This is an optimization exercise on Yosys and OpenROAD, whose aim is small area, a short achievable clock period and few clock cycles per item, not a production implementation. In this exercise RTL edits were held to simulation tests only and were not proved equivalent to the original. Power figures rest on the tool's default switching activity, not on a simulated workload.

File: flow/run.sh
#!/bin/bash
# Layout flow: the standard ORFS flow, with two changes.
#  1. Synthesis is ORFS's own script (with the standard flow's -nofsm -noshare wrapper,
#     flatten and renaming, as in synth_recipe.tcl), but ABC maps with the
#     script in flow/abc.script (the logic feeding the output ports first,
#     with flow/abc_post.script if present), and full/half adder extraction
#     can be skipped.
#  2. The port buffers inserted during placement are buf cells instead of
#     the slow clkdlybuf cells that buffer_ports picks by default.
# Settings come from flow/params.sh. Each tool's output goes to its own log.
set -euo pipefail
HERE=$(pwd)
source "$HERE/flow/params.sh"
export MY_ABC_SCRIPT="$HERE/flow/abc.script"
if [ -f "$HERE/flow/abc_post.script" ]; then export MY_ABC_POST_SCRIPT="$HERE/flow/abc_post.script"; fi
export MY_NOFA
export BUFFER_PORTS_ARGS="-buffer_cell $PORT_BUFFER"
sed "s#SYNTH_SCRIPT=[^ ]*#SYNTH_SCRIPT=$HERE/flow/synth.tcl#" standard.sh > my_standard.sh
bash my_standard.sh finish > flow_make.log 2>&1
File: flow/abc.script
strash
dch
map -D 1300
topo
stime -c
File: flow/abc_post.script
strash
dch
map -D 300
topo
stime -c
File: flow/params.sh
MY_NOFA=1
PORT_BUFFER=sky130_fd_sc_hd__buf_1
File: flow/synth.tcl
# synth_recipe.tcl with hooks: abc runs flow/abc.script (MY_ABC_SCRIPT);
# when MY_ABC_POST_SCRIPT is set, the logic in the input cone of the output
# ports (back to the flip-flops) is mapped first, with that script; and
# extract_fa is skipped when MY_NOFA is 1.
proc synth {args} { yosys synth -nofsm -noshare {*}$args }
proc abc {args} {
  set out {}
  set skip 0
  foreach a $args {
    if {$skip} { set skip 0; continue }
    if {$a eq "-script" || $a eq "-D"} { set skip 1; continue }
    lappend out $a
  }
  if {[info exists ::env(MY_ABC_POST_SCRIPT)] && $::env(MY_ABC_POST_SCRIPT) ne ""} {
    set outp $out
    lappend outp -script $::env(MY_ABC_POST_SCRIPT)
    yosys select -set postcone o:* %ci*:-sky130_fd_sc_hd__dfxtp_1
    yosys abc {*}$outp @postcone
  }
  lappend out -script $::env(MY_ABC_SCRIPT)
  yosys abc {*}$out
}
if {$::env(MY_NOFA)} { proc extract_fa {args} {} }
source $::env(SCRIPTS_DIR)/synth.tcl
# left out here: clear keep_hierarchy, flatten, clean up, hide names made inside functions, write 1_2_yosys.v
File: standard.sh
#!/bin/bash
# synth_recipe.tcl (not shown) runs the flow's synth.tcl, then flattens the netlist and writes it again
# the make line also repeats each setting of config.mk as NAME=value (left out here)
make -C /OpenROAD-flow-scripts/flow DESIGN_CONFIG=/design/flow/config.mk WORK_HOME=/design/flow/orfs CLKGATE_MAP_FILE= SYNTH_SCRIPT=/design/flow/synth_recipe.tcl "${@:-finish}"
File: config.mk
export PLATFORM = sky130hd
export DESIGN_NAME = sqrt_mult_system
export DESIGN_NICKNAME = sqrt_mult_system
export VERILOG_FILES = /design/flow/design.v
export SDC_FILE = /design/flow/constraint.sdc
export NUM_CORES = 4
export LEC_CHECK = 0
export CAP_MARGIN = 20
export CORE_MARGIN = 2
export CORE_UTILIZATION = 40
export SETUP_SLACK_MARGIN = 2.2
export SLEW_MARGIN = 20
File: constraint.sdc
create_clock -name core_clock -period 5.0 [get_ports {clk_i}]
set_input_delay 1.0000 -clock core_clock [delete_from_list [all_inputs] [get_ports {clk_i}]]
set_output_delay 1.0000 -clock core_clock [all_outputs]
set_load 0.01 [all_outputs]
File: design.v
module sqrt_mult_system (
    input clk_i,
    input rst_i,
    input start_i,
    input [7:0] a_bi,
    input [7:0] b_bi,
    output [15:0] result,
    output done
);
    wire [5:0] sel;
    wire s000;
    wire s001;
    wire s002;
    wire s003;
    wire s004;
    wire s005;
    wire s006;
    wire s007;
    wire s008;
    wire s009;
    wire s010;
    wire s011;
    wire s012;
    wire s013;
    wire s014;
    wire s015;
    wire s016;
    wire s017;
    wire s018;
    wire s019;
    wire s020;
    wire s021;
    wire s022;
    wire s023;
    wire s024;
    wire s025;
    wire s026;
    wire s027;
    wire s028;
    wire s029;
    wire s030;
    wire s031;
    wire s032;
    wire s033;
    wire s034;
    wire s035;
    wire s036;
    wire s037;
    wire s038;
    wire s039;
    wire s040;
    wire s041;
    wire s042;
    wire s043;
    wire s044;
    wire s045;
    wire s046;
    wire s047;
    wire s048;
    wire s049;
    wire s050;
    wire s051;
    wire s052;
    wire s053;
    wire s054;
    wire s055;
    wire s056;
    wire s057;
    wire s058;
    wire s059;
    wire s060;
    wire s061;
    wire s062;
    wire s063;
    wire s064;
    wire c12;
    assign s000 = ~b_bi[5];
    assign s001 = ~b_bi[4];
    assign s002 = s001 & s000;
    assign s003 = ~s002;
    assign s004 = ~b_bi[6];
    assign s005 = ~b_bi[7];
    assign s006 = s005 & s004;
    assign sel[3] = s006 & s003;
    assign s007 = s002 & s004;
    assign s008 = ~s007;
    assign c12 = s008 & b_bi[7];
    assign s009 = ~b_bi[0];
    assign s010 = ~b_bi[1];
    assign s011 = s010 & s009;
    assign s012 = ~b_bi[2];
    assign s013 = ~b_bi[3];
    assign s014 = s013 & s012;
    assign s015 = s014 & s011;
    assign s016 = b_bi[7] & b_bi[4];
    assign s017 = ~s016;
    assign s018 = s017 & s015;
    assign s019 = ~s018;
    assign s020 = s005 & s001;
    assign s021 = ~s020;
    assign s022 = b_bi[7] & s004;
    assign s023 = ~s022;
    assign s024 = s023 & s021;
    assign s025 = s024 & b_bi[5];
    assign s026 = s025 & s019;
    assign s027 = ~s026;
    assign s028 = s027 & s008;
    assign s029 = ~s028;
    assign s030 = s011 & s012;
    assign s031 = ~s030;
    assign s032 = s031 & b_bi[3];
    assign s033 = ~s032;
    assign s034 = s021 & s004;
    assign s035 = ~s034;
    assign s036 = s035 & s005;
    assign s037 = s036 & s033;
    assign s038 = ~s037;
    assign sel[2] = s038 & s029;
    assign s039 = ~s006;
    assign s040 = ~c12;
    assign sel[4] = s040 & s039;
    assign s041 = ~sel[2];
    assign s042 = s005 & s000;
    assign s043 = s042 & s008;
    assign s044 = ~s043;
    assign s045 = s044 & s023;
    assign s046 = s021 & s003;
    assign s047 = ~s046;
    assign s048 = s047 & s014;
    assign s049 = ~s048;
    assign s050 = s049 & s045;
    assign sel[1] = s050 & s041;
    assign s051 = ~s050;
    assign s052 = s015 & s005;
    assign s053 = ~s052;
    assign s054 = ~s024;
    assign s055 = s054 & s039;
    assign s056 = ~s055;
    assign s057 = s056 & s053;
    assign s058 = ~s057;
    assign s059 = s058 & s000;
    assign s060 = ~s059;
    assign s061 = s060 & s051;
    assign s062 = s034 & s017;
    assign s063 = s062 & s033;
    assign s064 = ~s063;
    assign sel[0] = s064 & s061;
    assign sel[5] = c12;
    wire [16:0] d;
    wire p000;
    wire p001;
    wire p002;
    wire p003;
    wire p004;
    wire p005;
    wire p006;
    wire p007;
    wire p008;
    wire p009;
    wire p010;
    wire p011;
    wire p012;
    wire p013;
    wire p014;
    wire p015;
    wire p016;
    wire p017;
    wire p018;
    wire p019;
    wire p020;
    wire p021;
    wire p022;
    wire p023;
    wire p024;
    wire p025;
    wire p026;
    wire p027;
    wire p028;
    wire p029;
    wire p030;
    wire p031;
    wire p032;
    wire p033;
    wire p034;
    wire p035;
    wire p036;
    wire p037;
    wire p038;
    wire p039;
    wire p040;
    wire p041;
    wire p042;
    wire p043;
    wire p044;
    wire p045;
    wire p046;
    wire p047;
    wire p048;
    wire p049;
    wire p050;
    wire p051;
    wire p052;
    wire p053;
    wire p054;
    wire p055;
    wire p056;
    wire p057;
    wire p058;
    wire p059;
    wire p060;
    wire p061;
    wire p062;
    wire p063;
    wire p064;
    wire p065;
    wire p066;
    wire p067;
    wire p068;
    wire p069;
    wire p070;
    wire p071;
    wire p072;
    wire p073;
    wire p074;
    wire p075;
    wire p076;
    wire p077;
    wire p078;
    wire p079;
    wire p080;
    wire p081;
    wire p082;
    wire p083;
    wire p084;
    wire p085;
    wire p086;
    wire p087;
    wire p088;
    wire p089;
    wire p090;
    wire p091;
    wire p092;
    wire p093;
    wire p094;
    wire p095;
    wire p096;
    wire p097;
    wire p098;
    wire p099;
    wire p100;
    wire p101;
    wire p102;
    wire p103;
    wire p104;
    wire p105;
    wire p106;
    wire p107;
    wire p108;
    wire p109;
    wire p110;
    wire p111;
    wire p112;
    wire p113;
    wire p114;
    wire p115;
    wire p116;
    wire p117;
    wire p118;
    wire p119;
    wire p120;
    wire p121;
    wire p122;
    wire p123;
    wire p124;
    wire p125;
    wire p126;
    wire p127;
    wire p128;
    wire p129;
    wire p130;
    wire p131;
    wire p132;
    wire p133;
    wire p134;
    wire p135;
    wire p136;
    wire p137;
    wire p138;
    wire p139;
    wire p140;
    wire p141;
    wire p142;
    wire p143;
    wire p144;
    wire p145;
    wire p146;
    wire p147;
    wire p148;
    wire p149;
    wire p150;
    wire p151;
    wire p152;
    wire p153;
    wire p154;
    wire p155;
    wire p156;
    wire p157;
    wire p158;
    wire p159;
    wire p160;
    wire p161;
    wire p162;
    wire p163;
    wire p164;
    wire p165;
    wire p166;
    wire p167;
    wire p168;
    wire p169;
    wire p170;
    wire p171;
    wire p172;
    wire p173;
    wire p174;
    wire p175;
    wire p176;
    wire p177;
    wire p178;
    wire p179;
    wire p180;
    wire p181;
    wire p182;
    wire p183;
    wire p184;
    wire p185;
    wire p186;
    wire p187;
    wire p188;
    wire p189;
    wire p190;
    wire p191;
    wire p192;
    wire p193;
    wire p194;
    wire p195;
    wire p196;
    wire p197;
    wire p198;
    wire p199;
    wire p200;
    wire p201;
    wire p202;
    wire p203;
    wire p204;
    wire p205;
    wire p206;
    wire p207;
    wire p208;
    wire p209;
    wire p210;
    wire p211;
    wire p212;
    wire p213;
    wire p214;
    wire p215;
    wire p216;
    wire p217;
    wire p218;
    wire p219;
    wire p220;
    wire p221;
    wire p222;
    wire p223;
    wire p224;
    wire p225;
    wire p226;
    wire p227;
    wire p228;
    wire p229;
    wire p230;
    wire p231;
    wire p232;
    wire p233;
    wire p234;
    wire p235;
    wire p236;
    wire p237;
    wire p238;
    wire p239;
    wire p240;
    wire p241;
    wire p242;
    wire p243;
    wire p244;
    wire p245;
    wire p246;
    wire p247;
    wire p248;
    wire p249;
    wire p250;
    wire p251;
    wire p252;
    wire p253;
    wire p254;
    wire p255;
    wire p256;
    wire p257;
    wire p258;
    wire p259;
    wire p260;
    wire p261;
    wire p262;
    wire p263;
    wire p264;
    wire p265;
    wire p266;
    wire p267;
    wire p268;
    wire p269;
    wire p270;
    wire p271;
    wire p272;
    wire p273;
    wire p274;
    wire p275;
    wire p276;
    wire p277;
    wire p278;
    wire p279;
    wire p280;
    wire p281;
    wire p282;
    wire p283;
    wire fl_p0;
    wire hv9;
    wire hv8;
    wire hv7;
    wire hv6;
    wire hv5;
    wire hv4;
    wire lv9;
    wire lv8;
    wire lv7;
    wire lv6;
    wire lv1;
    wire lv0;
    wire fl_s1_3g;
    wire fl_x1;
    wire fl_x2;
    wire fl_x3;
    assign p208 = ~sel[3];
    assign p217 = ~sel[5];
    assign p220 = p217 & p208;
    assign p221 = ~p220;
    assign p222 = p221 & a_bi[0];
    assign p223 = a_bi[1] & sel[1];
    assign p224 = ~p223;
    assign p225 = a_bi[2] & sel[0];
    assign p226 = ~p225;
    assign p227 = p226 & p224;
    assign p228 = ~a_bi[0];
    assign p229 = p228 & a_bi[1];
    assign p230 = ~p229;
    assign p231 = p230 & a_bi[2];
    assign p232 = ~p231;
    assign p233 = ~a_bi[2];
    assign p234 = p229 & p233;
    assign p235 = ~p234;
    assign p236 = p235 & p232;
    assign p237 = ~p236;
    assign p238 = p237 & sel[2];
    assign p239 = ~p238;
    assign p240 = p239 & p227;
    assign p241 = ~p240;
    assign p242 = p241 & p222;
    assign p243 = ~p242;
    assign p244 = ~p222;
    assign p245 = p240 & p244;
    assign p246 = ~p245;
    assign fl_p0 = p246 & p243;
    assign p247 = ~a_bi[6];
    assign p248 = ~a_bi[4];
    assign p249 = a_bi[0] & a_bi[1];
    assign p250 = ~p249;
    assign p251 = p250 & p233;
    assign p252 = ~p251;
    assign p253 = p252 & a_bi[3];
    assign p254 = ~p253;
    assign p255 = p254 & p248;
    assign p256 = ~p255;
    assign p257 = p256 & a_bi[5];
    assign p258 = ~p257;
    assign p259 = p258 & p247;
    assign p260 = ~p259;
    assign p261 = p260 & a_bi[7];
    assign hv9 = p261 & sel[5];
    assign p262 = ~p261;
    assign p263 = ~a_bi[7];
    assign p264 = ~a_bi[5];
    assign p265 = ~a_bi[3];
    assign p266 = a_bi[1] & a_bi[2];
    assign p267 = ~p266;
    assign p268 = p267 & p265;
    assign p269 = ~p268;
    assign p270 = p269 & a_bi[4];
    assign p271 = ~p270;
    assign p272 = p271 & p264;
    assign p273 = ~p272;
    assign p274 = p273 & a_bi[6];
    assign p275 = ~p274;
    assign p276 = p275 & p263;
    assign p277 = ~p276;
    assign p278 = p277 & p262;
    assign p279 = p278 & sel[5];
    assign p280 = ~p279;
    assign p281 = sel[4] & a_bi[7];
    assign p282 = ~p281;
    assign p283 = p282 & p280;
    assign hv8 = ~p283;
    assign p000 = sel[4] & a_bi[6];
    assign p001 = ~p000;
    assign p002 = a_bi[7] & sel[3];
    assign p003 = ~p002;
    assign p004 = p003 & p001;
    assign p005 = p275 & p260;
    assign p006 = p005 & a_bi[7];
    assign p007 = ~p006;
    assign p008 = ~p005;
    assign p009 = p008 & p263;
    assign p010 = ~p009;
    assign p011 = p010 & p007;
    assign p012 = p011 & sel[5];
    assign p013 = ~p012;
    assign p014 = p013 & p004;
    assign hv7 = ~p014;
    assign p015 = sel[4] & a_bi[5];
    assign p016 = ~p015;
    assign p017 = a_bi[6] & sel[3];
    assign p018 = ~p017;
    assign p019 = p018 & p016;
    assign p020 = p273 & p258;
    assign p021 = ~p020;
    assign p022 = p021 & a_bi[6];
    assign p023 = ~p022;
    assign p024 = p020 & p247;
    assign p025 = ~p024;
    assign p026 = p025 & p023;
    assign p027 = ~p026;
    assign p028 = p027 & sel[5];
    assign p029 = ~p028;
    assign p030 = p029 & p019;
    assign hv6 = ~p030;
    assign p031 = sel[4] & a_bi[4];
    assign p032 = ~p031;
    assign p033 = a_bi[5] & sel[3];
    assign p034 = ~p033;
    assign p035 = p034 & p032;
    assign p036 = p271 & p256;
    assign p037 = p036 & a_bi[5];
    assign p038 = ~p037;
    assign p039 = ~p036;
    assign p040 = p039 & p264;
    assign p041 = ~p040;
    assign p042 = p041 & p038;
    assign p043 = p042 & sel[5];
    assign p044 = ~p043;
    assign p045 = p044 & p035;
    assign hv5 = ~p045;
    assign p046 = sel[4] & a_bi[3];
    assign p047 = ~p046;
    assign p048 = a_bi[4] & sel[3];
    assign p049 = ~p048;
    assign p050 = p049 & p047;
    assign p051 = p266 & p265;
    assign p052 = ~p051;
    assign p053 = a_bi[3] & p233;
    assign p054 = p053 & p250;
    assign p055 = ~p054;
    assign p056 = p055 & p052;
    assign p057 = ~p056;
    assign p058 = p057 & a_bi[4];
    assign p059 = ~p058;
    assign p060 = p056 & p248;
    assign p061 = ~p060;
    assign p062 = p061 & p059;
    assign p063 = p062 & sel[5];
    assign p064 = ~p063;
    assign p065 = p064 & p050;
    assign hv4 = ~p065;
    assign lv9 = p261 & sel[2];
    assign p066 = p278 & sel[2];
    assign p067 = ~p066;
    assign p068 = a_bi[7] & sel[1];
    assign p069 = ~p068;
    assign p070 = p069 & p067;
    assign lv8 = ~p070;
    assign p071 = a_bi[7] & sel[0];
    assign p072 = ~p071;
    assign p073 = a_bi[6] & sel[1];
    assign p074 = ~p073;
    assign p075 = p074 & p072;
    assign p076 = p011 & sel[2];
    assign p077 = ~p076;
    assign p078 = p077 & p075;
    assign lv7 = ~p078;
    assign p079 = a_bi[5] & sel[1];
    assign p080 = ~p079;
    assign p081 = a_bi[6] & sel[0];
    assign p082 = ~p081;
    assign p083 = p082 & p080;
    assign p084 = p027 & sel[2];
    assign p085 = ~p084;
    assign p086 = p085 & p083;
    assign lv6 = ~p086;
    assign p087 = a_bi[0] & sel[1];
    assign p088 = ~p087;
    assign p089 = a_bi[1] & sel[0];
    assign p090 = ~p089;
    assign p091 = p090 & p088;
    assign p092 = ~a_bi[1];
    assign p093 = a_bi[0] & p092;
    assign p094 = ~p093;
    assign p095 = p094 & p230;
    assign p096 = ~p095;
    assign p097 = p096 & sel[2];
    assign p098 = ~p097;
    assign p099 = p098 & p091;
    assign lv1 = ~p099;
    assign p100 = ~sel[0];
    assign p101 = ~sel[2];
    assign p102 = p101 & p100;
    assign p103 = ~p102;
    assign lv0 = p103 & a_bi[0];
    assign p104 = sel[4] & a_bi[0];
    assign p105 = ~p104;
    assign p106 = sel[3] & a_bi[1];
    assign p107 = ~p106;
    assign p108 = p107 & p105;
    assign p109 = p096 & sel[5];
    assign p110 = ~p109;
    assign p111 = p110 & p108;
    assign p112 = ~p111;
    assign p113 = p266 & a_bi[3];
    assign p114 = ~p113;
    assign p115 = p114 & p055;
    assign p116 = p268 & p252;
    assign p117 = ~p116;
    assign p118 = p117 & p115;
    assign p119 = ~p118;
    assign p120 = p119 & sel[2];
    assign p121 = ~p120;
    assign p122 = a_bi[3] & sel[0];
    assign p123 = ~p122;
    assign p124 = sel[1] & a_bi[2];
    assign p125 = ~p124;
    assign p126 = p125 & p123;
    assign p127 = p126 & p121;
    assign p128 = ~p127;
    assign p129 = p128 & p112;
    assign p130 = ~p129;
    assign p131 = p126 & p111;
    assign p132 = p131 & p121;
    assign p133 = ~p132;
    assign p134 = p133 & p242;
    assign p135 = ~p134;
    assign p136 = p135 & p130;
    assign p137 = ~p136;
    assign p138 = sel[4] & a_bi[1];
    assign p139 = ~p138;
    assign p140 = sel[3] & a_bi[2];
    assign p141 = ~p140;
    assign p142 = p141 & p139;
    assign p143 = p237 & sel[5];
    assign p144 = ~p143;
    assign p145 = p144 & p142;
    assign p146 = a_bi[3] & sel[1];
    assign p147 = ~p146;
    assign p148 = a_bi[4] & sel[0];
    assign p149 = ~p148;
    assign p150 = p149 & p147;
    assign p151 = p248 & sel[2];
    assign p152 = p151 & p057;
    assign p153 = ~p152;
    assign p154 = a_bi[4] & sel[2];
    assign p155 = p154 & p056;
    assign p156 = ~p155;
    assign p157 = p156 & p153;
    assign p158 = p157 & p150;
    assign p159 = ~p158;
    assign p160 = p159 & p145;
    assign p161 = ~p160;
    assign p162 = ~p145;
    assign p163 = p158 & p162;
    assign p164 = ~p163;
    assign p165 = p164 & p161;
    assign p166 = ~p165;
    assign p167 = p166 & p137;
    assign p168 = ~p167;
    assign p169 = p159 & p162;
    assign p170 = ~p169;
    assign p171 = p170 & p168;
    assign p172 = a_bi[4] & sel[1];
    assign p173 = ~p172;
    assign p174 = a_bi[5] & sel[0];
    assign p175 = ~p174;
    assign p176 = p175 & p173;
    assign p177 = p264 & sel[2];
    assign p178 = p177 & p036;
    assign p179 = ~p178;
    assign p180 = a_bi[5] & sel[2];
    assign p181 = p180 & p039;
    assign p182 = ~p181;
    assign p183 = p182 & p179;
    assign p184 = p183 & p176;
    assign p185 = sel[4] & a_bi[2];
    assign p186 = ~p185;
    assign p187 = a_bi[3] & sel[3];
    assign p188 = ~p187;
    assign p189 = p188 & p186;
    assign p190 = p119 & sel[5];
    assign p191 = ~p190;
    assign p192 = p191 & p189;
    assign p193 = ~p192;
    assign p194 = p193 & p184;
    assign p195 = ~p194;
    assign p196 = ~p184;
    assign p197 = p192 & p196;
    assign p198 = ~p197;
    assign p199 = p198 & p195;
    assign p200 = ~p199;
    assign p201 = p200 & p171;
    assign p202 = ~p201;
    assign p203 = p192 & p184;
    assign p204 = ~p203;
    assign fl_s1_3g = p204 & p202;
    assign p205 = p133 & p130;
    assign p206 = ~p205;
    assign p207 = p206 & p242;
    assign p209 = ~p207;
    assign p210 = p205 & p243;
    assign p211 = ~p210;
    assign p212 = p211 & p209;
    assign fl_x1 = ~p212;
    assign p213 = p165 & p136;
    assign p214 = ~p213;
    assign fl_x2 = p214 & p168;
    assign p215 = ~p171;
    assign p216 = p199 & p215;
    assign p218 = ~p216;
    assign p219 = p218 & p202;
    assign fl_x3 = ~p219;
    assign d = { hv9, hv8, hv7, hv6, hv5, hv4, lv9, lv8, lv7, lv6, fl_s1_3g, fl_x3, fl_x2, fl_x1, fl_p0, lv1, lv0 };
    reg        done_r;
    reg [5:0] res_lo;
    reg        cy_r;
    reg [3:0] up_lo;
    reg [5:0] up_hi;
    always @(posedge clk_i) begin
        done_r <= start_i & ~rst_i;
        {up_hi, up_lo, cy_r, res_lo} <= d;
    end
    wire [5:0] u;
    wire q000;
    wire q001;
    wire q002;
    wire q003;
    wire q004;
    wire q005;
    wire q006;
    wire q007;
    wire q008;
    wire q009;
    wire q010;
    wire q011;
    wire q012;
    wire q013;
    wire q014;
    wire q015;
    wire q016;
    wire q017;
    wire q018;
    wire q019;
    wire q020;
    wire q021;
    wire q022;
    wire q023;
    wire q024;
    wire q025;
    wire q026;
    wire q027;
    wire q028;
    wire q029;
    wire q030;
    wire q031;
    wire q032;
    wire q033;
    wire q034;
    wire q035;
    wire q036;
    wire q037;
    wire q038;
    wire q039;
    wire q040;
    wire q041;
    wire q042;
    wire q043;
    wire q044;
    wire q045;
    wire q046;
    wire q047;
    wire q048;
    wire q049;
    wire q050;
    wire q051;
    wire q052;
    wire q053;
    wire q054;
    wire q055;
    wire q056;
    wire q057;
    wire q058;
    wire q059;
    wire q060;
    wire q061;
    wire q062;
    wire q063;
    wire q064;
    wire q065;
    wire q066;
    wire q067;
    wire q068;
    wire q069;
    wire q070;
    wire q071;
    wire q072;
    wire q073;
    wire q074;
    wire q075;
    wire q076;
    wire q077;
    wire q078;
    wire q079;
    wire q080;
    wire q081;
    wire q082;
    wire q083;
    wire q084;
    wire q085;
    wire q086;
    wire q087;
    wire q088;
    wire q089;
    wire q090;
    wire q091;
    wire q092;
    wire q093;
    wire fu_x0;
    wire fu_x1;
    wire fu_x2;
    wire fu_x3;
    wire fu_x4;
    wire fu_x5;
    assign q016 = ~up_lo[0];
    assign q017 = q016 & up_hi[0];
    assign q018 = ~q017;
    assign q019 = ~up_hi[0];
    assign q020 = up_lo[0] & q019;
    assign q021 = ~q020;
    assign q022 = q021 & q018;
    assign q023 = q022 & cy_r;
    assign q024 = ~q023;
    assign q025 = ~cy_r;
    assign q026 = ~q022;
    assign q027 = q026 & q025;
    assign q028 = ~q027;
    assign q029 = q028 & q024;
    assign fu_x0 = ~q029;
    assign q030 = cy_r & up_lo[0];
    assign q031 = ~q030;
    assign q032 = q031 & q019;
    assign q033 = ~q032;
    assign q034 = q025 & q016;
    assign q035 = ~q034;
    assign q036 = q035 & q033;
    assign q037 = ~up_lo[1];
    assign q038 = q037 & up_hi[1];
    assign q039 = ~q038;
    assign q040 = ~up_hi[1];
    assign q041 = up_lo[1] & q040;
    assign q042 = ~q041;
    assign q043 = q042 & q039;
    assign q044 = ~q043;
    assign q045 = q044 & q036;
    assign q046 = ~q045;
    assign q047 = ~q036;
    assign q048 = q043 & q047;
    assign q049 = ~q048;
    assign fu_x1 = q049 & q046;
    assign q050 = ~up_hi[2];
    assign q051 = ~up_lo[2];
    assign q052 = q051 & q050;
    assign q053 = ~q052;
    assign q054 = up_lo[2] & up_hi[2];
    assign q055 = ~q054;
    assign q056 = q055 & q053;
    assign q057 = ~q056;
    assign q058 = up_lo[1] & up_hi[1];
    assign q059 = ~q058;
    assign q060 = q037 & q040;
    assign q061 = ~q060;
    assign q062 = q061 & q035;
    assign q063 = q062 & q033;
    assign q064 = ~q063;
    assign q065 = q064 & q059;
    assign q066 = q065 & q057;
    assign q067 = ~q066;
    assign q068 = ~q065;
    assign q069 = q068 & q056;
    assign q070 = ~q069;
    assign fu_x2 = q070 & q067;
    assign q071 = ~up_hi[3];
    assign q072 = ~up_lo[3];
    assign q073 = q072 & q071;
    assign q074 = ~q073;
    assign q075 = up_lo[3] & up_hi[3];
    assign q076 = ~q075;
    assign q077 = q076 & q074;
    assign q078 = ~q077;
    assign q079 = q070 & q055;
    assign q080 = ~q079;
    assign q081 = q080 & q078;
    assign q082 = ~q081;
    assign q083 = q079 & q077;
    assign q084 = ~q083;
    assign q085 = q084 & q082;
    assign fu_x3 = ~q085;
    assign q086 = q077 & q054;
    assign q087 = ~q086;
    assign q088 = q087 & q076;
    assign q089 = ~q088;
    assign q090 = q089 & up_hi[4];
    assign q091 = ~q090;
    assign q092 = q077 & q056;
    assign q093 = q092 & up_hi[4];
    assign q000 = q093 & q068;
    assign q001 = ~q000;
    assign q002 = q001 & q091;
    assign q003 = ~up_hi[4];
    assign q004 = q092 & q068;
    assign q005 = ~q004;
    assign q006 = q005 & q088;
    assign q007 = q006 & q003;
    assign q008 = ~q007;
    assign fu_x4 = q008 & q002;
    assign q009 = q002 & up_hi[5];
    assign q010 = ~q009;
    assign q011 = ~up_hi[5];
    assign q012 = ~q002;
    assign q013 = q012 & q011;
    assign q014 = ~q013;
    assign q015 = q014 & q010;
    assign fu_x5 = ~q015;
    assign u = { fu_x5, fu_x4, fu_x3, fu_x2, fu_x1, fu_x0 };
    assign result = {4'b0, u, res_lo};
    assign done   = done_r;
endmodule
==> notes.md, run 1 <==
hold crit path type=in -> reg; Hold Crit Depth=2; M3 GR Usage=2.52%; Syn Area/Cell=6.41 um2; drt drc=0; crit-path max FO=7; met1 GRT Util=19.5%; Tcrit/Tclk final=52.3%; Cell Pwr Density=307 nW/um2; post-CTS setup buffers=0; Hold Path End=done_r$_DFF_P_; area grow syn2layout=13.1%; CP arrival=2860 ps; WP data required=5240 ps; post-synthesis compound-gate area fraction=21.2%; Placed Area=1420 um2; largest family of logic cells by synthesized area=simple AND/OR/NAND/NOR gates; Post-Place Cells=273; post-synthesis register bit count=18; DIE WIDTH=61.3 um; Synth Area in XOR/XNOR=7.99%; root buffer cell=clkbuf_4; critical path endpoint category=flop; largest net degree at the start of global routing=11; Synth area leaders=dfxtp_1 (27%), nand2_1 (13%), nor2_1 (9.1%), clkinv_1 (7.4%), buf_4 (5.7%); Diodes inserted=0; final setup violating endpoints=0; row count=20; multiplexer share of the synthesized area=0%; most common cell after layout, fill and taps aside=nand2_1; first-pass GRT wire length=4.40 mm; initial core utilization=42.7%; Post-Synthesis Cells=205; Final Hold Fails=0; vias in the first global route=1,112; gpl congestion=0.859; static leakage=0.000614 uW; GR Util met2=26.0%; Simple-Gate Fraction of Synth Area=30.0%; clk sinks=18; Total Die Area=3760 um2; Initial DRT Pass Iterations=4; share of cells above drive strength 1=7.30%; Layout Nets=253; Detail Placement HPWL=2.18 mm; vias per inst=4.68; Synth Area in Adders=0%; H-tree depth=1; Worst path max stage delay=270 ps; Crit Path Category=in -> reg; routed vias=1,297; RSZ-0062 raised after global routing=true; Util after Layout=48.3%; WL/cell=9.55 um; count of different cell masters after synthesis=26; PortBufs=31; CP Cell Sequence=buf_1 > clkinv_1 > nand2_1 > clkinv_1 > nor2_2 > nor2_1 > inv_2 > o21ai_1 > and2_2 > nor2_1 > a21boi_1 > o21bai_1 > nand2_1; Setup TNS=0 ps; CTS buffer count=3; core footprint=3080 um2; Worst-path clk slew=100 ps; Final Max Tran Viols=0; Die Span Y=61.3 um; Worst Setup Start Kind=input port; GRT Total Usage=15.4%; run status=no timing/DRC/antenna violations; CTS tree=built; DR iter-0 viols=43; min-delay src=rst_i; Hold Worst Slack=845 ps; hold buffers post-CTS=0; synthesized cell area=1320 um2; initial antenna violation count=0; fin crit period=2620 ps; Clock Tree Buf Depth=2; Yosys top cell by area=dfxtp_1; IO Pins=36; f_max=0.382 GHz; yosys warns=1; share of the synthesized area in the top cell type=27.4%; most frequent cells in the layout=nand2_1 (45), buf_1 (30), nor2_1 (29); Most Crowded Layer GR=met2; sequential fraction of the synthesis area=27.4%; DRT Wirelength=2.65 mm; max-cap violation count=0; CP max stage cell=nor2_2; remaining antenna violation count after routing=0; VDD IR max=0.0932 mV; total gr overflow=0; Post-Layout Inst Area=1490 um2; Cell Count, Final, Fillers Out=277
synthesized netlist by cell type:
library cell / n
nand2_1: 45
nor2_1: 32
clkinv_1: 26
dfxtp_1: 18
buf_4: 10
a21oi_1: 9
nand3_1: 9
o21ai_0: 8
a22oi_1: 7
xnor2_1: 6
xor2_1: 6
o22ai_1: 5
o221ai_1: 4
and2_2: 3
a21boi_0: 2
nand4_1: 2
o21a_1: 2
o21bai_1: 2
or2_2: 2
a221oi_1: 1
a31oi_1: 1
and3_2: 1
conb_1: 1
nor3_1: 1
o211ai_1: 1
o31ai_1: 1
state kept, by name, summed over array words and instances, names as in the netlist:
signal,flops
res_lo,6
up_hi,6
up_lo,4
cy_r,1
done_r,1
cells by family (layout without fill, tap and decap cells):
| logic type | count (synthesis) | count (layout) |
|---|---|---|
| simple gates | 95 | 95 |
| flops | 18 | 18 |
| xor+xnor | 12 | 12 |
| other cells | 1 | 4 |
| buf+inv | 36 | 61 |
| compound gates | 43 | 43 |
layer usage:
layer	part of all wire, %	routed length [um]	vias up
li1	-	-	716
met1	49	1290	544
met2	45	1190	32
met3	4.8	127	5
met4	1.4	38	0
met5	0	0	-
power breakdown:
| part | internal [uW] | switching [uW] |
|---|---|---|
| logic | 73.8 | 113 |
| clock network | 44.3 | 43.7 |
| registers | 168 | 12.9 |
final cells by class:
| cell class | count | area [um2] |
|---|---|---|
| Fill cell | 333 | 1590 |
| Clock buffer | 4 | 36.3 |
| Inverter | 26 | 97.6 |
| Sequential cell | 18 | 360 |
| Multi-Input combinational cell | 154 | 821 |
| Timing Repair Buffer | 31 | 118 |
| Tap cell | 44 | 55.1 |
critical path: cells and delay by family:
family,cells,cell delay [ps]
AO/OA/AOI/OAI,3,390
buffers and inverters,4,510
AND/OR/NAND/NOR,6,950
metrics by stage:
stage               power, uW  worst slack [ps]
finish                    456              2380
global route              493              2180
CTS                       455              2270
detailed placement        368              1730
floorplan                 346              2310
global placement          369              1770
worst max-delay path by stage:
stage,startpoint,end,slack (ps),depth (start not counted)
final,b_bi[6],res_lo[5]$_DFF_P_,2380,13
after global routing,b_bi[6],res_lo[5]$_DFF_P_,2180,13
after CTS,b_bi[7],cy_r$_DFF_P_,2270,11
after detailed placement,b_bi[7],res_lo[5]$_DFF_P_,1730,12
after global placement,b_bi[7],res_lo[5]$_DFF_P_,1770,12
after floorplan,b_bi[7],res_lo[4]$_DFF_P_,2310,10
timing repair:
action	4_1_cts	5_1_grt
setup endpoints to repair	3	3
resized for setup	4	10
endpoints found under the hold margin	0	0
Testbench counts, summed over its fixed seeds: cycles 8,000, items 4,000.
==> inputs of run 2 (changes only) <==
--- a/config.mk
+++ b/config.mk
@@ -10,3 +10,3 @@
 export CORE_UTILIZATION = 40
-export SETUP_SLACK_MARGIN = 2.2
+export SETUP_SLACK_MARGIN = 2.4
 export SLEW_MARGIN = 20
==> run 2 against run 1 <==
Global-route usage rose by 1.2 points. Still clean. Cell area rose by 5.0%. Final cell count rose by 1.1%. Highest routed layer unchanged. Clock-buffer cell count did not move. Worst setup slack improved by 110 ps. Critical path type unchanged.
==> notes.md, run 2 <==
f_max=0.399 GHz (+4.4%); vias per inst=4.92 (+5.0%); Post-Synthesis Cells=205 (unchanged); Util after Layout=50.8% (+2.4 points); drt drc=0 (unchanged); count of different cell masters after synthesis=26 (unchanged); synthesized cell area=1320 um2 (unchanged); Diodes inserted=0 (unchanged); Synth Flop Type=dfxtp_1; row count=20 (unchanged); CP max stage cell=a21oi_2; Sw Share=37.6% (+0.35 points); Cell Pwr Density=301 nW/um2 (-1.8%); DR iter-0 viols=29 (-33%); Final Hold Fails=0 (unchanged); Hold Worst Slack=841 ps (-4.64 ps); hold buffers post-CTS=0 (unchanged); CTS buffer count=3 (unchanged); Crit path max-delay family=simple AND/OR/NAND/NOR gates; Clk pwr share=18.7% (-0.6 points); CP Cell Sequence=buf_1 > clkinv_1 > a21oi_2 > a31oi_4 > nor2_4 > buf_4 > nand2_1 > nand3_1 > and2_2 > nor2_2 > a21boi_1 > o21bai_1 > nand2_1; Initial DRT Pass Iterations=4 (unchanged); RSZ-0062 raised after global routing=true; DIE WIDTH=61.3 um (unchanged); CP arrival=2700 ps (-160 ps); VDD IR max=0.110 mV (+18%); most frequent cell after synthesis=nand2_1; Detail Placement HPWL=2.24 mm (+2.6%); Synth area leaders=dfxtp_1 (27%), nand2_1 (13%), nor2_1 (9.1%), clkinv_1 (7.4%), buf_4 (5.7%); Comb pwr share=42.6% (+1.6 points); gpl congestion=0.862 (+0.35%); Top Metal Used=met4; H-tree depth=1 (unchanged); post-synthesis compound-gate area fraction=21.2% (unchanged); Synth Area in XOR/XNOR=7.99% (unchanged); largest family of logic cells by synthesized area=simple AND/OR/NAND/NOR gates; fin crit period=2510 ps (-110 ps); multiplexer share of the synthesized area=0% (unchanged); Worst path max stage delay=220 ps (-50 ps); remaining antenna violation count after routing=0 (unchanged); FILL cells=336 (+0.90%); most used cell, CP=nand2_1; initial core utilization=42.7% (unchanged); share of the synthesized area in the top cell type=27.4% (unchanged); Post-synth EDFFs=0 (unchanged); run status=no timing/DRC/antenna violations; IO Pins=36 (unchanged); Worst Setup Start Kind=input port; WL/cell=10.2 um (+7.0%); Worst-path clk slew=100 ps (about the same); internal power=294 uW (+2.5%); DRT Wirelength=2.86 mm (+8.2%); Synth Area in Adders=0% (unchanged); sequential share of power=38.7% (-1.0 points); critical path endpoint category=flop; Layout Nets=256 (+1.2%); metal3 WL=120 um (-5.5%); Clock Tree Buf Depth=2 (unchanged); root buffer cell=clkbuf_4; core footprint=3080 um2 (unchanged); most frequent cells in the layout=nand2_1 (44), buf_1 (27), nor2_1 (25); PortBufs=31 (unchanged); crit-path max FO=5 (-2); Tcrit/Tclk final=50.1% (-2.2 points); buffers and inverters on the worst path=3 (-1); most common cell after layout, fill and taps aside=nand2_1; clk sinks=18 (unchanged); max-cap violation count=0 (unchanged); Yosys top cell by area=dfxtp_1; metal2 WL=1.36 mm (+14%); area grow syn2layout=18.8%; share of cells above drive strength 1=14.8% (+7.5 points); vias in the first global route=1,177 (+5.8%); Final Max Tran Viols=0 (unchanged); Synth top cells by count=nand2_1 (45), nor2_1 (32), clkinv_1 (26); static leakage=0.000651 uW (+6.1%); yosys warns=1 (unchanged); initial antenna violation count=0 (unchanged); sequential fraction of the synthesis area=27.4% (unchanged); post-synthesis async set-or-reset flop share=0% (unchanged); Net Sw Power=177 uW (+4.1%); hold crit path type=in -> reg; routed vias=1,377 (+6.2%); Simple-Gate Fraction of Synth Area=30.0% (unchanged); CTS tree=built; largest net degree at the start of global routing=11 (unchanged); Setup TNS=0 ps (unchanged); post-synthesis register bit count=18 (unchanged); Syn Area/Cell=6.41 um2 (unchanged); first-pass GRT wire length=4.61 mm (+4.9%); total gr overflow=0 (unchanged); Total Die Area=3760 um2 (unchanged); WP data required=5200 ps (-40 ps); met1 WL=1.30 mm (+0.85%); Crit Path Category=in -> reg; Die Span Y=61.3 um (unchanged); final setup violating endpoints=0 (unchanged); GRT Total Usage=16.5% (+1.2 points)
-- run 2: final timing paths --
path,startpoint,endpoint,slack (ps),depth (start not counted)
min,rst_i,done_r$_DFF_P_,840,2
max,b_bi[6],res_lo[5]$_DFF_P_,2490,13
-- run 2: per-layer routing --
layer | GRT usage, % | vias to the layer above
li1 | - | 730
met3 | 2.31 | 8
met5 | 0 | -
met1 | 19.7 | 600
met4 | 9.12 | 0
met2 | 28.6 | 39
-- run 2: repair_timing --
item	4_1_cts	5_1_grt
resized for setup	7	21
setup endpoints to repair	4	5
buffers inserted	2	1
pin swaps	2	3
-- run 2: cells by family (layout without fill, tap and decap cells) --
family	after synthesis	in the layout
AO/OA/AOI/OAI	43	43
XOR/XNOR	12	12
buffers and inverters	36	64
flip-flops	18	18
other	1	4
AND/OR/NAND/NOR	95	95
-- run 2: power groups by stage --
stage | Clock (uW) | Sequential [uW] | Combinational (uW)
CTS | 91.3 | 182 | 193
floorplan | 0 | 190 | 157
global route | 96.1 | 185 | 228
global placement | 0 | 185 | 185
detailed placement | 0 | 185 | 184
finish | 88.1 | 182 | 200
-- run 2: layout make-up --
class                           count  area [um2]  share of cell area (%)
Sequential cell                    18         362                    23.1
Tap cell                           44        55.1                    3.52
Clock buffer                        4        36.3                    2.32
Inverter                           26        97.6                    6.24
Timing Repair Buffer               34         144                    9.21
Multi-Input combinational cell    154         868                    55.6
-- run 2: through the flow --
stage | setup slack, ps | std cells | total power, uW | instance area, um2
detailed placement | 1840 | 273 | 370 | 1430
CTS | 2360 | 279 | 466 | 1500
finish | 2490 | 280 | 471 | 1560
global placement | 1800 | 273 | 370 | 1430
global route | 2340 | 280 | 509 | 1560
floorplan | 2430 | 208 | 347 | 1330
==> inputs of run 3 (changes only) <==
--- a/config.mk
+++ b/config.mk
@@ -10,3 +10,3 @@
 export CORE_UTILIZATION = 40
-export SETUP_SLACK_MARGIN = 2.4
+export SETUP_SLACK_MARGIN = 2.0
 export SLEW_MARGIN = 20
==> run 3 against run 2 <==
Sequential cell count unchanged. Non-clock buffer count decreased by 3. Combinational power decreased by 9%. Sequential share of layout area increased by 1.4 points. Critical path depth decreased by 2. Fmax decreased by 8.7%. Routed wire length decreased by 7.7%. Die area unchanged. Worst setup slack got worse by 240 ps. Global-route usage decreased by 1.1 points. Via count decreased by 7.1%. Clock-buffer cell count unchanged.
==> notes.md, run 3 <==
run status=no timing/DRC/antenna violations; row count=20 (unchanged); CP max stage cell=o21ai_0; DIE WIDTH=61.3 um (unchanged); Initial DRT Pass Iterations=4 (unchanged); synthesized cell area=1320 um2 (unchanged); Synth area leaders=dfxtp_1 (27%), nand2_1 (13%), nor2_1 (9.1%), clkinv_1 (7.4%), buf_4 (5.7%); RSZ-0062 raised after global routing=false; Crit Path Category=in -> reg; Hold Crit Depth=2 (unchanged); most common cell after layout, fill and taps aside=nand2_1; Post-synth EDFFs=0 (unchanged); remaining antenna violation count after routing=0 (unchanged); most frequent cell after synthesis=nand2_1; DR iter-0 viols=48 (+66%); final setup violating endpoints=0 (unchanged); clk sinks=18 (unchanged); vias per inst=4.62 (-6.1%); vias in the first global route=1,113 (-5.4%); initial core utilization=42.7% (unchanged); gpl congestion=0.859 (-0.35%); post-place setup slack=1730 ps (-102 ps); Synth top cells by count=nand2_1 (45), nor2_1 (32), clkinv_1 (26); Synth Flop Type=dfxtp_1; largest net degree at the start of global routing=11 (unchanged); min-delay src=rst_i; post-synthesis async set-or-reset flop share=0% (unchanged); Post-Synthesis Cells=205 (unchanged); DRT Wirelength=2.64 mm (-7.7%); most used cell, CP=nor2_2; PortBufs=31 (unchanged); drt drc=0 (unchanged); CP arrival=2940 ps (+240 ps); fin crit period=2740 ps (+238 ps); max-cap violation count=0 (unchanged); routed vias=1,279 (-7.1%); hold crit path type=in -> reg; GRT Total Usage=15.4% (-1.1 points); first-pass GRT wire length=4.41 mm (-4.3%); f_max=0.364 GHz (-8.7%); count of different cell masters after synthesis=26 (unchanged); Layout Nets=253 (-1.2%); Setup TNS=0 ps (unchanged); Post-Layout Inst Area=1470 um2 (-6.2%); post-CTS setup buffers=0 (-2); Yosys top cell by area=dfxtp_1; Syn Area/Cell=6.41 um2 (unchanged); IO Pins=36 (unchanged); WL/cell=9.53 um (-6.7%); Total Die Area=3760 um2 (unchanged); Pwr Total=452 uW (-4.0%); most frequent cells in the layout=nand2_1 (45), buf_1 (31), nor2_1 (29); CP Cell Sequence=buf_1 > nor2_1 > a21oi_1 > a31oi_1 > nor2_2 > nor2_2 > clkinv_1 > o21ai_0 > xor2_1 > nand3_1 > o21a_1; Worst-path clk slew=100 ps (about the same); H-tree depth=1 (unchanged); CTS buffer count=3 (unchanged); post-synthesis register bit count=18 (unchanged); fin worst setup slack=2260 ps (-238 ps); initial antenna violation count=0 (unchanged); total gr overflow=0 (unchanged); root buffer cell=clkbuf_4; Placed Area=1420 um2 (-0.35%); area grow syn2layout=11.5%; Tcrit/Tclk final=54.9% (+4.8 points); Die Span Y=61.3 um (unchanged); Cell Pwr Density=308 nW/um2 (+2.3%); share of cells above drive strength 1=5.58% (-9.3 points); Worst path max stage delay=300 ps (+80 ps); VDD IR max=0.0932 mV (-15%); Clock Tree Buf Depth=2 (unchanged); Hold Path End=done_r$_DFF_P_; sequential fraction of the synthesis area=27.4% (unchanged); Diodes inserted=0 (unchanged); yosys warns=1 (unchanged); WP data required=5190 ps (about the same); critical path endpoint category=flop; Final Hold Fails=0 (unchanged); Worst Setup Start Kind=input port; share of the synthesized area in the top cell type=27.4% (unchanged); static leakage=0.000604 uW (-7.3%); CTS tree=built; crit-path max FO=8 (+3); core footprint=3080 um2 (unchanged); Final Max Tran Viols=0 (unchanged); Detail Placement HPWL=2.18 mm (-2.6%)
run 3: changes by cell type in the layout (fill, tap and decap cells not counted), sizes merged:
| cell | delta |
|---|---|
| buf | +1 |
| clkbuf | -4 |
| clkinv | +3 |
| inv | -3 |
run 3: metal layers:
layer  global-route usage, %  routed length (um)  vias to the layer above
met5                       0                   0                        -
met4                    6.08                  27                        0
met3                    2.52                 126                        2
met2                    26.0                1190                       31
met1                    19.7                1300                      530
li1                        -                   -                      716
run 3: report_power, final:
group / internal, uW / leakage (uW) / total, uW / switching [uW]
logic: 72.0 / 0.000432 / 183 / 111
clock network: 44.3 / 0.0000210 / 87.3 / 43.0
registers: 168 / 0.000151 / 181 / 13.0
total: 285 / 0.000604 / 452 / 167
run 3: cell families (layout without fill, tap and decap cells):
logic type	Yosys count	in the layout	share of synthesized area, %
and+or+nand+nor	95	95	30.0
buffers and inverters	36	61	13.1
AOI/OAI and AO/OA	43	43	21.2
DFF	18	18	27.4
xor gates and xnor gates	12	12	7.99
other	1	4	0.285
run 3: timing repair:
| item | CTS | global route |
|---|---|---|
| resized for setup | 0 | 4 |
| hold buffers | 0 | 0 |
| setup endpoints to repair | 0 | 3 |
run 3: worst max path at each step:
stage / slack, ps / end / from
3_5_place_dp: 1730 / res_lo[5]$_DFF_P_ / b_bi[7]
6_report: 2260 / cy_r$_DFF_P_ / b_bi[7]
3_3_place_gp: 1770 / res_lo[5]$_DFF_P_ / b_bi[7]
5_1_grt: 2000 / cy_r$_DFF_P_ / b_bi[7]
4_1_cts: 2040 / res_lo[5]$_DFF_P_ / b_bi[7]
2_1_floorplan: 2310 / res_lo[4]$_DFF_P_ / b_bi[7]
run 3: metrics by stage:
step                cells  utilization, %  hold slack (ps)
global placement      273            46.2             1160
global route          277            47.6              861
CTS                   277            47.4              847
floorplan             208               -             1070
detailed placement    273            46.2             1160
finish                277            47.6              849
run 3: cell type report:
cell class,instances,area (um2)
multi-input combinational,154,801
inverter,26,97.6
fill,334,1610
clock buffer,4,36.3
tap,44,55.1
timing repair buffer,31,116
sequential,18,360
run 3: critical path: cells and delay by family:
kind	cells	cell delay (ps)
AOI/OAI and AO/OA	4	720
buffers and inverters	2	300
and+or+nand+nor	4	710
xor gates and xnor gates	1	210
==> inputs of run 4 (changes only) <==
--- a/config.mk
+++ b/config.mk
@@ -10,3 +10,3 @@
 export CORE_UTILIZATION = 40
-export SETUP_SLACK_MARGIN = 2.0
+export SETUP_SLACK_MARGIN = 2.3
 export SLEW_MARGIN = 20
==> run 4 against run 3 <==
Still clean. Core utilization rose by 1.6 points. Die area unchanged. Fmax is 8.2% higher. Largest cell class unchanged.
==> notes.md, run 4 <==
Tcrit/Tclk final=50.8% (-4.1 points); Most Crowded Layer GR=met2; Detail Placement HPWL=2.18 mm (unchanged); hold buffers post-CTS=0 (unchanged); FILL cells=333 (-0.30%); Register Area=360 um2 (unchanged); static leakage=0.000624 uW (+3.4%); crit-path max FO=7 (-1); Synth Flop Type=dfxtp_1; buffers and inverters on the worst path=4 (+2); synthesized cell area=1320 um2 (unchanged); largest net degree at the start of global routing=11 (unchanged); fin crit period=2540 ps (-207 ps); initial core utilization=42.7% (unchanged); remaining antenna violation count after routing=0 (unchanged); Sw Share=37.5% (+0.49 points); max-cap violation count=0 (unchanged); CTS tree=built; Total Die Area=3760 um2 (unchanged); sequential share of power=39.2% (-0.9 points); Post-Synthesis Cells=205 (unchanged); DRT Wirelength=2.69 mm (+1.9%); Clock Tree Buf Depth=2 (unchanged); Setup TNS=0 ps (unchanged); Hold Worst Slack=841 ps (-8.62 ps); most common cell after layout, fill and taps aside=nand2_1; M3 GR Usage=2.52% (unchanged); Crit path max-delay family=simple AND/OR/NAND/NOR gates; Layout Nets=253 (unchanged); first-pass GRT wire length=4.40 mm (-0.32%); CTS buffer count=3 (unchanged); DIE WIDTH=61.3 um (unchanged); Clk pwr share=19.2% (about the same); Worst-path clk slew=100 ps (about the same); final setup violating endpoints=0 (unchanged); Net Sw Power=173 uW (+3.8%); VDD IR max=0.0932 mV (about the same); most frequent cell after synthesis=nand2_1; sequential fraction of the synthesis area=27.4% (unchanged); Yosys top cell by area=dfxtp_1; min-delay src=rst_i; share of cells above drive strength 1=9.87% (+4.3 points); Initial DRT Pass Iterations=4 (unchanged); Die Span Y=61.3 um (unchanged); H-tree depth=1 (unchanged); post-synthesis register bit count=18 (unchanged); DR iter-0 viols=34 (-29%); Synth top cells by count=nand2_1 (45), nor2_1 (32), clkinv_1 (26); IO Pins=36 (unchanged); Diodes inserted=0 (unchanged); yosys warns=1 (unchanged); routed vias=1,304 (+2.0%); PortBufs=31 (unchanged); Multi-input gate area=848 um2 (+5.9%); Synth area leaders=dfxtp_1 (27%), nand2_1 (13%), nor2_1 (9.1%), clkinv_1 (7.4%), buf_4 (5.7%); gpl congestion=0.859 (unchanged); GRT Total Usage=15.4% (-0.043 points); core footprint=3080 um2 (unchanged); count of different cell masters after synthesis=26 (unchanged); WL/cell=9.72 um (+1.9%); vias in the first global route=1,112 (-0.090%); run status=no timing/DRC/antenna violations; Hold Crit Depth=2 (unchanged); post-CTS setup buffers=0 (unchanged); met1 GRT Util=19.5% (-0.13 points); Hold Path End=done_r$_DFF_P_; internal power=289 uW (+1.7%); Crit Path Category=in -> reg; Final Hold Fails=0 (unchanged); Final Max Tran Viols=0 (unchanged); Worst Setup Start Kind=input port; Cell Pwr Density=305 nW/um2 (-0.92%); CP arrival=2780 ps (-160 ps); CTS resizes=5 (+5); Syn Area/Cell=6.41 um2 (unchanged); Worst path max stage delay=220 ps (-80 ps); post-synthesis async set-or-reset flop share=0% (unchanged); GR Util met2=26.0% (unchanged); most frequent cells in the layout=nand2_1 (44), nor2_1 (29), buf_1 (29); hold crit path type=in -> reg; root buffer cell=clkbuf_4; row count=20 (unchanged); f_max=0.394 GHz (+8.2%); initial antenna violation count=0 (unchanged); critical path endpoint category=flop; area grow syn2layout=15.3%; share of the synthesized area in the top cell type=27.4% (unchanged); vias per inst=4.71 (+2.0%); CP Cell Sequence=buf_1 > clkinv_1 > nand2_1 > clkinv_1 > nor2_4 > nor2_1 > inv_2 > o21ai_1 > and2_2 > nor2_1 > a21boi_1 > o21bai_1 > nand2_1; Comb pwr share=41.6% (+1.1 points); drt drc=0 (unchanged); WP data required=5250 ps (+60 ps); total gr overflow=0 (unchanged); clk sinks=18 (unchanged); Post-synth EDFFs=0 (unchanged); RSZ-0062 raised after global routing=true; CP max stage cell=and2_2
==> run 4: cell counts after synthesis <==
No cell type changed its count.
==> run 4: routing by layer <==
layer  vias to the layer above  wire length (um)
met4                         0                33
met3                         2               140
met1                       549              1280
met2                        34              1240
li1                        719                 -
met5                         -                 0
==> run 4: cell families after synthesis <==
logic type / Yosys count / share of synthesized area, %
AND/OR/NAND/NOR: 95 / 30.0
XOR/XNOR: 12 / 7.99
buffers and inverters: 36 / 13.1
AO/OA/AOI/OAI: 43 / 21.2
other: 1 / 0.285
flip-flops: 18 / 27.4
==> run 4: metrics by stage <==
step	setup WS (ps)	area (um2)	power [uW]	std cells	utilization, %
4_1_cts	2300	1470	455	277	47.6
3_3_place_gp	1770	1420	369	273	46.2
5_1_grt	2250	1520	499	277	49.3
2_1_floorplan	2310	1330	346	208	-
6_report	2460	1520	463	277	49.3
3_5_place_dp	1730	1420	368	273	46.2
==> run 4: final cells by class <==
cell class | instances | share of cell area (%)
Inverter | 26 | 6.44
Tap cell | 44 | 3.63
Timing Repair Buffer | 31 | 7.84
Multi-Input combinational cell | 154 | 55.9
Clock buffer | 4 | 2.39
Sequential cell | 18 | 23.8
==> run 4: worst max path at each step <==
| stage | startpoint | end | slack, ps | cells past startpoint |
|---|---|---|---|---|
| floorplan | b_bi[7] | res_lo[4]$_DFF_P_ | 2310 | 10 |
| global placement | b_bi[7] | res_lo[5]$_DFF_P_ | 1770 | 12 |
| detailed placement | b_bi[7] | res_lo[5]$_DFF_P_ | 1730 | 12 |
| CTS | b_bi[7] | res_lo[5]$_DFF_P_ | 2300 | 13 |
| global route | b_bi[6] | res_lo[5]$_DFF_P_ | 2250 | 13 |
| finish | b_bi[6] | res_lo[5]$_DFF_P_ | 2460 | 13 |
==> run 4: power by group through the flow <==
| stage | logic (uW) | registers (uW) | clock network [uW] |
|---|---|---|---|
| 6_report | 193 | 181 | 89.0 |
| 5_1_grt | 220 | 184 | 94.8 |
| 4_1_cts | 185 | 182 | 88.9 |
| 3_5_place_dp | 183 | 185 | 0 |
| 3_3_place_gp | 184 | 185 | 0 |
| 2_1_floorplan | 156 | 190 | 0 |
==> inputs of run 5 (changes only) <==
--- a/config.mk
+++ b/config.mk
@@ -10,3 +10,5 @@
 export CORE_UTILIZATION = 40
+export GPL_TIMING_DRIVEN = 1
 export SETUP_SLACK_MARGIN = 2.3
 export SLEW_MARGIN = 20
+export TNS_END_PERCENT = 100
==> run 5 against run 4 <==
Critical path type unchanged. First-iteration DRC count stayed put. Clock power hardly changed. Die area stayed put. Largest cell class unchanged. Combinational power hardly changed. Non-clock buffer count stayed put. Power stayed put. Sequential power hardly changed. Clock-buffer cell count stayed put. Sequential share of layout area stayed put.
==> notes.md, run 5 <==
run status=no timing/DRC/antenna violations; FILL cells=333 (unchanged); Worst path max stage delay=220 ps (about the same); Post-Place Cells=273 (unchanged); CTS buffer count=3 (unchanged); clk sinks=18 (unchanged); f_max=0.394 GHz (unchanged); Detail Placement HPWL=2.18 mm (unchanged); sequential fraction of the synthesis area=27.4% (unchanged); Synth area leaders=dfxtp_1 (27%), nand2_1 (13%), nor2_1 (9.1%), clkinv_1 (7.4%), buf_4 (5.7%); Final Max Tran Viols=0 (unchanged); Initial DRT Pass Iterations=4 (unchanged); Post-Layout Inst Area=1520 um2 (unchanged); min-delay src=rst_i; Tcrit/Tclk final=50.8% (unchanged); Total Die Area=3760 um2 (unchanged); Cell Count, Final, Fillers Out=277 (unchanged); first-pass GRT wire length=4.40 mm (unchanged); count of different cell masters after synthesis=26 (unchanged); WP depth=13 (unchanged); Clock Tree Buf Depth=2 (unchanged); Crit path max-delay family=simple AND/OR/NAND/NOR gates; Crit Path Category=in -> reg; buffers and inverters on the worst path=4 (unchanged); post-place setup slack=1730 ps (unchanged); remaining antenna violation count after routing=0 (unchanged); yosys warns=1 (unchanged); DIE WIDTH=61.3 um (unchanged); most frequent cell after synthesis=nand2_1; H-tree depth=1 (unchanged); post-synthesis register bit count=18 (unchanged); Die Span Y=61.3 um (unchanged); GRT Total Usage=15.4% (unchanged); Setup TNS=0 ps (unchanged); Hold Path End=done_r$_DFF_P_; synthesized cell area=1320 um2 (unchanged); CP max stage cell=and2_2; Cell Pwr Density=305 nW/um2 (unchanged); vias in the first global route=1,112 (unchanged); CP Cell Sequence=buf_1 > clkinv_1 > nand2_1 > clkinv_1 > nor2_4 > nor2_1 > inv_2 > o21ai_1 > and2_2 > nor2_1 > a21boi_1 > o21bai_1 > nand2_1; vias per inst=4.71 (unchanged); root buffer cell=clkbuf_4; initial core utilization=42.7% (unchanged); gpl congestion=0.859 (unchanged); most common cell after layout, fill and taps aside=nand2_1; RSZ-0062 raised after global routing=true; VDD IR max=0.0932 mV (unchanged); static leakage=0.000624 uW (unchanged); Worst Setup Start Kind=input port; Worst-path clk slew=100 ps (about the same); WP data required=5250 ps (about the same); crit-path max FO=7 (unchanged); Hold Crit Depth=2 (unchanged); Final Hold Fails=0 (unchanged); DR iter-0 viols=34 (unchanged); Synth top cells by count=nand2_1 (45), nor2_1 (32), clkinv_1 (26); total gr overflow=0 (unchanged); fin worst setup slack=2460 ps (unchanged); fin crit period=2540 ps (unchanged); PortBufs=31 (unchanged); initial antenna violation count=0 (unchanged); Yosys top cell by area=dfxtp_1; Post-Synthesis Cells=205 (unchanged); final setup violating endpoints=0 (unchanged); Layout Nets=253 (unchanged); row count=20 (unchanged); routed vias=1,304 (unchanged); post-synthesis async set-or-reset flop share=0% (unchanged); CTS tree=built; hold crit path type=in -> reg; critical path endpoint category=flop; Diodes inserted=0 (unchanged); drt drc=0 (unchanged); max-cap violation count=0 (unchanged); most frequent cells in the layout=nand2_1 (44), nor2_1 (29), buf_1 (29); Placed Area=1420 um2 (unchanged); largest net degree at the start of global routing=11 (unchanged); Syn Area/Cell=6.41 um2 (unchanged); Post-synth EDFFs=0 (unchanged); Synth Flop Type=dfxtp_1; core footprint=3080 um2 (unchanged); WL/cell=9.72 um (unchanged); share of cells above drive strength 1=9.87% (unchanged); IO Pins=36 (unchanged); share of the synthesized area in the top cell type=27.4% (unchanged); DRT Wirelength=2.69 mm (unchanged); area grow syn2layout=15.3% (unchanged); CP arrival=2780 ps (about the same)
==> run 5: repair_timing <==
action	CTS	global route
setup endpoints to repair	3	6
setup buffers	0	0
cloned	0	0
resized for setup	5	17
hold buffers	0	0
==> run 5: worst max-delay path by stage <==
stage          slack [ps]           endpoint  startpoint
6_report             2460  res_lo[5]$_DFF_P_     b_bi[6]
4_1_cts              2300  res_lo[5]$_DFF_P_     b_bi[7]
3_5_place_dp         1730  res_lo[5]$_DFF_P_     b_bi[7]
2_1_floorplan        2310  res_lo[4]$_DFF_P_     b_bi[7]
5_1_grt              2250  res_lo[5]$_DFF_P_     b_bi[6]
3_3_place_gp         1770  res_lo[5]$_DFF_P_     b_bi[7]
==> run 5: kinds of logic (layout without fill, tap and decap cells) <==
family	after synthesis	in the layout	share of synthesized area, %
DFF	18	18	27.4
buffers and inverters	36	61	13.1
xor gates and xnor gates	12	12	7.99
other	1	4	0.285
and+or+nand+nor	95	95	30.0
AOI/OAI and AO/OA	43	43	21.2
==> run 5: per-layer routing <==
| layer | routed length, um | up-vias | GRT usage (%) |
|---|---|---|---|
| li1 | - | 719 | - |
| met1 | 1280 | 549 | 19.5 |
| met2 | 1240 | 34 | 26.0 |
| met3 | 140 | 2 | 2.52 |
| met4 | 33 | 0 | 6.08 |
| met5 | 0 | - | 0 |
==> run 5: metrics by stage <==
stage                     hold slack [ps]  utilization [%]  power [uW]
after floorplan                      1070                -         346
after global placement               1160             46.2         369
after detailed placement             1160             46.2         368
after CTS                             847             47.6         455
after global routing                  861             49.3         499
final                                 841             49.3         463
==> run 5: final cells by class <==
| cell class | count | area [um2] | area share (%) |
|---|---|---|---|
| inverters | 26 | 97.6 | 6.44 |
| well taps | 44 | 55.1 | 3.63 |
| repair buffers | 31 | 119 | 7.84 |
| clock buffers | 4 | 36.3 | 2.39 |
| multi-input cells | 154 | 848 | 55.9 |
| flip-flops and latches | 18 | 360 | 23.8 |
==> run 5: power by group <==
group          leakage, uW  switching (uW)  internal (uW)  total [uW]
registers         0.000151            12.9            168         181
clock network    0.0000210            44.6           44.4        89.0
logic             0.000452             116           76.7         193
==> inputs of run 6 (changes only) <==
--- a/config.mk
+++ b/config.mk
@@ -10,3 +10,2 @@
 export CORE_UTILIZATION = 40
-export GPL_TIMING_DRIVEN = 1
 export SETUP_SLACK_MARGIN = 2.3
==> run 6 against run 5 <==
Clock-buffer cell count is the same. First-iteration DRC count unchanged. Sequential share of layout area did not move. Global-route usage unchanged. Synthesized area stayed put. Routed wire length did not move. Non-clock buffer count unchanged. Worst setup slack unchanged. Critical endpoint unchanged.
==> notes.md, run 6 <==
Initial DRT Pass Iterations=4 (unchanged); post-place setup slack=1730 ps (unchanged); Hold Path End=done_r$_DFF_P_; hold crit path type=in -> reg; CTS buffer count=3 (unchanged); WL/cell=9.72 um (unchanged); Worst-path clk slew=100 ps (about the same); share of the synthesized area in the top cell type=27.4% (unchanged); Diodes inserted=0 (unchanged); initial core utilization=42.7% (unchanged); Post-Synthesis Cells=205 (unchanged); crit-path max FO=7 (unchanged); met1 GRT Util=19.5% (unchanged); initial antenna violation count=0 (unchanged); Post-synth EDFFs=0 (unchanged); fin worst setup slack=2460 ps (unchanged); first-pass GRT wire length=4.40 mm (unchanged); area grow syn2layout=15.3% (unchanged); Tcrit/Tclk final=50.8% (unchanged); Syn Area/Cell=6.41 um2 (unchanged); Synth top cells by count=nand2_1 (45), nor2_1 (32), clkinv_1 (26); Synth area leaders=dfxtp_1 (27%), nand2_1 (13%), nor2_1 (9.1%), clkinv_1 (7.4%), buf_4 (5.7%); GR Util met2=26.0% (unchanged); run status=no timing/DRC/antenna violations; vias per inst=4.71 (unchanged); M3 GR Usage=2.52% (unchanged); Hold Crit Depth=2 (unchanged); Yosys top cell by area=dfxtp_1; CTS tree=built; GRT Total Usage=15.4% (unchanged); DR iter-0 viols=34 (unchanged); remaining antenna violation count after routing=0 (unchanged); gpl congestion=0.859 (unchanged); synthesized cell area=1320 um2 (unchanged); clk sinks=18 (unchanged); total gr overflow=0 (unchanged); Die Span Y=61.3 um (unchanged); most common cell after layout, fill and taps aside=nand2_1; Total Die Area=3760 um2 (unchanged); f_max=0.394 GHz (unchanged); drt drc=0 (unchanged); Pwr Total=463 uW (unchanged); max-cap violation count=0 (unchanged); Final Max Tran Viols=0 (unchanged); routed vias=1,304 (unchanged); yosys warns=1 (unchanged); share of cells above drive strength 1=9.87% (unchanged); Clock Tree Buf Depth=2 (unchanged); most frequent cells in the layout=nand2_1 (44), nor2_1 (29), buf_1 (29); Worst Setup Start Kind=input port; fin crit period=2540 ps (unchanged); Setup TNS=0 ps (unchanged); DRT Wirelength=2.69 mm (unchanged); post-synthesis async set-or-reset flop share=0% (unchanged); vias in the first global route=1,112 (unchanged); Synth Flop Type=dfxtp_1; Crit Path Category=in -> reg; hold buffers post-CTS=0 (unchanged); Layout Nets=253 (unchanged); Cell Pwr Density=305 nW/um2 (unchanged); H-tree depth=1 (unchanged); VDD IR max=0.0932 mV (unchanged); Final Hold Fails=0 (unchanged); row count=20 (unchanged); critical path endpoint category=flop; core footprint=3080 um2 (unchanged); most frequent cell after synthesis=nand2_1; root buffer cell=clkbuf_4; post-CTS setup buffers=0 (unchanged); Most Crowded Layer GR=met2; RSZ-0062 raised after global routing=true; sequential fraction of the synthesis area=27.4% (unchanged); post-synthesis register bit count=18 (unchanged); CP arrival=2780 ps (about the same); static leakage=0.000624 uW (unchanged); WP data required=5250 ps (about the same); count of different cell masters after synthesis=26 (unchanged); DIE WIDTH=61.3 um (unchanged); PortBufs=31 (unchanged); Detail Placement HPWL=2.18 mm (unchanged); largest net degree at the start of global routing=11 (unchanged); IO Pins=36 (unchanged); min-delay src=rst_i; final setup violating endpoints=0 (unchanged)
run 6: kinds of logic (layout without fill, tap and decap cells):
kind of cell / count (synthesis) / count (layout) / synth area share, %
other: 1 / 4 / 0.285
AO/OA/AOI/OAI: 43 / 43 / 21.2
XOR/XNOR: 12 / 12 / 7.99
flip-flops: 18 / 18 / 27.4
buffers and inverters: 36 / 61 / 13.1
AND/OR/NAND/NOR: 95 / 95 / 30.0
run 6: layout make-up:
type                       count  area, um2
fill                         333       1560
clock buffer                   4       36.3
sequential                    18        360
inverter                      26       97.6
tap                           44       55.1
timing repair buffer          31        119
multi-input combinational    154        848
run 6: report_power, final:
group	total (uW)	internal (uW)	switching (uW)
combinational	193	76.7	116
sequential	181	168	12.9
clock	89.0	44.4	44.6
run 6: worst max path at each step:
stage,end,depth (start not counted),slack (ps),startpoint
after detailed placement,res_lo[5]$_DFF_P_,12,1730,b_bi[7]
after floorplan,res_lo[4]$_DFF_P_,10,2310,b_bi[7]
after CTS,res_lo[5]$_DFF_P_,13,2300,b_bi[7]
final,res_lo[5]$_DFF_P_,13,2460,b_bi[6]
after global routing,res_lo[5]$_DFF_P_,13,2250,b_bi[6]
after global placement,res_lo[5]$_DFF_P_,12,1770,b_bi[7]
run 6: repair_timing:
action                                  in CTS  in global routing
resized for setup                            5                 17
hold endpoints to repair                     0                  0
endpoints found under the setup margin       3                  6
run 6: worst max-delay path: stages:
cell and delay (ps):
buf_1 140, clkinv_1 130, nand2_1 100, clkinv_1 150, nor2_4 200, nor2_1 120
inv_2 130, o21ai_1 90, and2_2 220, nor2_1 150, a21boi_1 220, o21bai_1 80
nand2_1 50
run 6: metrics by stage:
stage	instances	utilization [%]	cell area, um2	hold WS [ps]
2_1_floorplan	208	-	1330	1070
3_3_place_gp	273	46.2	1420	1160
3_5_place_dp	273	46.2	1420	1160
4_1_cts	277	47.6	1470	847
5_1_grt	277	49.3	1520	861
6_report	277	49.3	1520	841
run 6: per-layer routing:
layer	wire length [um]	part of all wire (%)	up-vias
li1	-	-	719
met1	1280	48	549
met2	1240	46	34
met3	140	5.2	2
met4	33	1.2	0
met5	0	0	-

==> separate check: timing with driven ports <==
Ports are ideal in the flow. The routed layouts listed here were re-timed in OpenROAD. Step 1 assumes that a clkbuf_16 drives the clock port and a buf_2 every other input. Step 2 also shifts input and output timing later by t, the mid clock arrival at the registers, as if the neighbouring blocks saw the same clock. Slacks: ideal / step 1 / step 2; pairs: ideal / step 1.
| run | t, ns | setup slack, ns | worst slew at a driven data input, ns |
|---|---|---|---|
| run 1 | 0.311 | 2.384 / 2.378 / 2.074 | 0.03 |
| run 2 | 0.317 | 2.493 / 2.500 / 2.183 | 0.03 |
| run 3 | 0.307 | 2.255 / 2.259 / 1.952 | 0.03 |
| run 4 | 0.315 | 2.462 / 2.462 / 2.149 | 0.03 |
| run 5 | 0.315 | 2.462 / 2.462 / 2.149 | 0.03 |
| run 6 | 0.315 | 2.462 / 2.462 / 2.149 | 0.03 |
After both steps setup and hold are still met in every run listed.
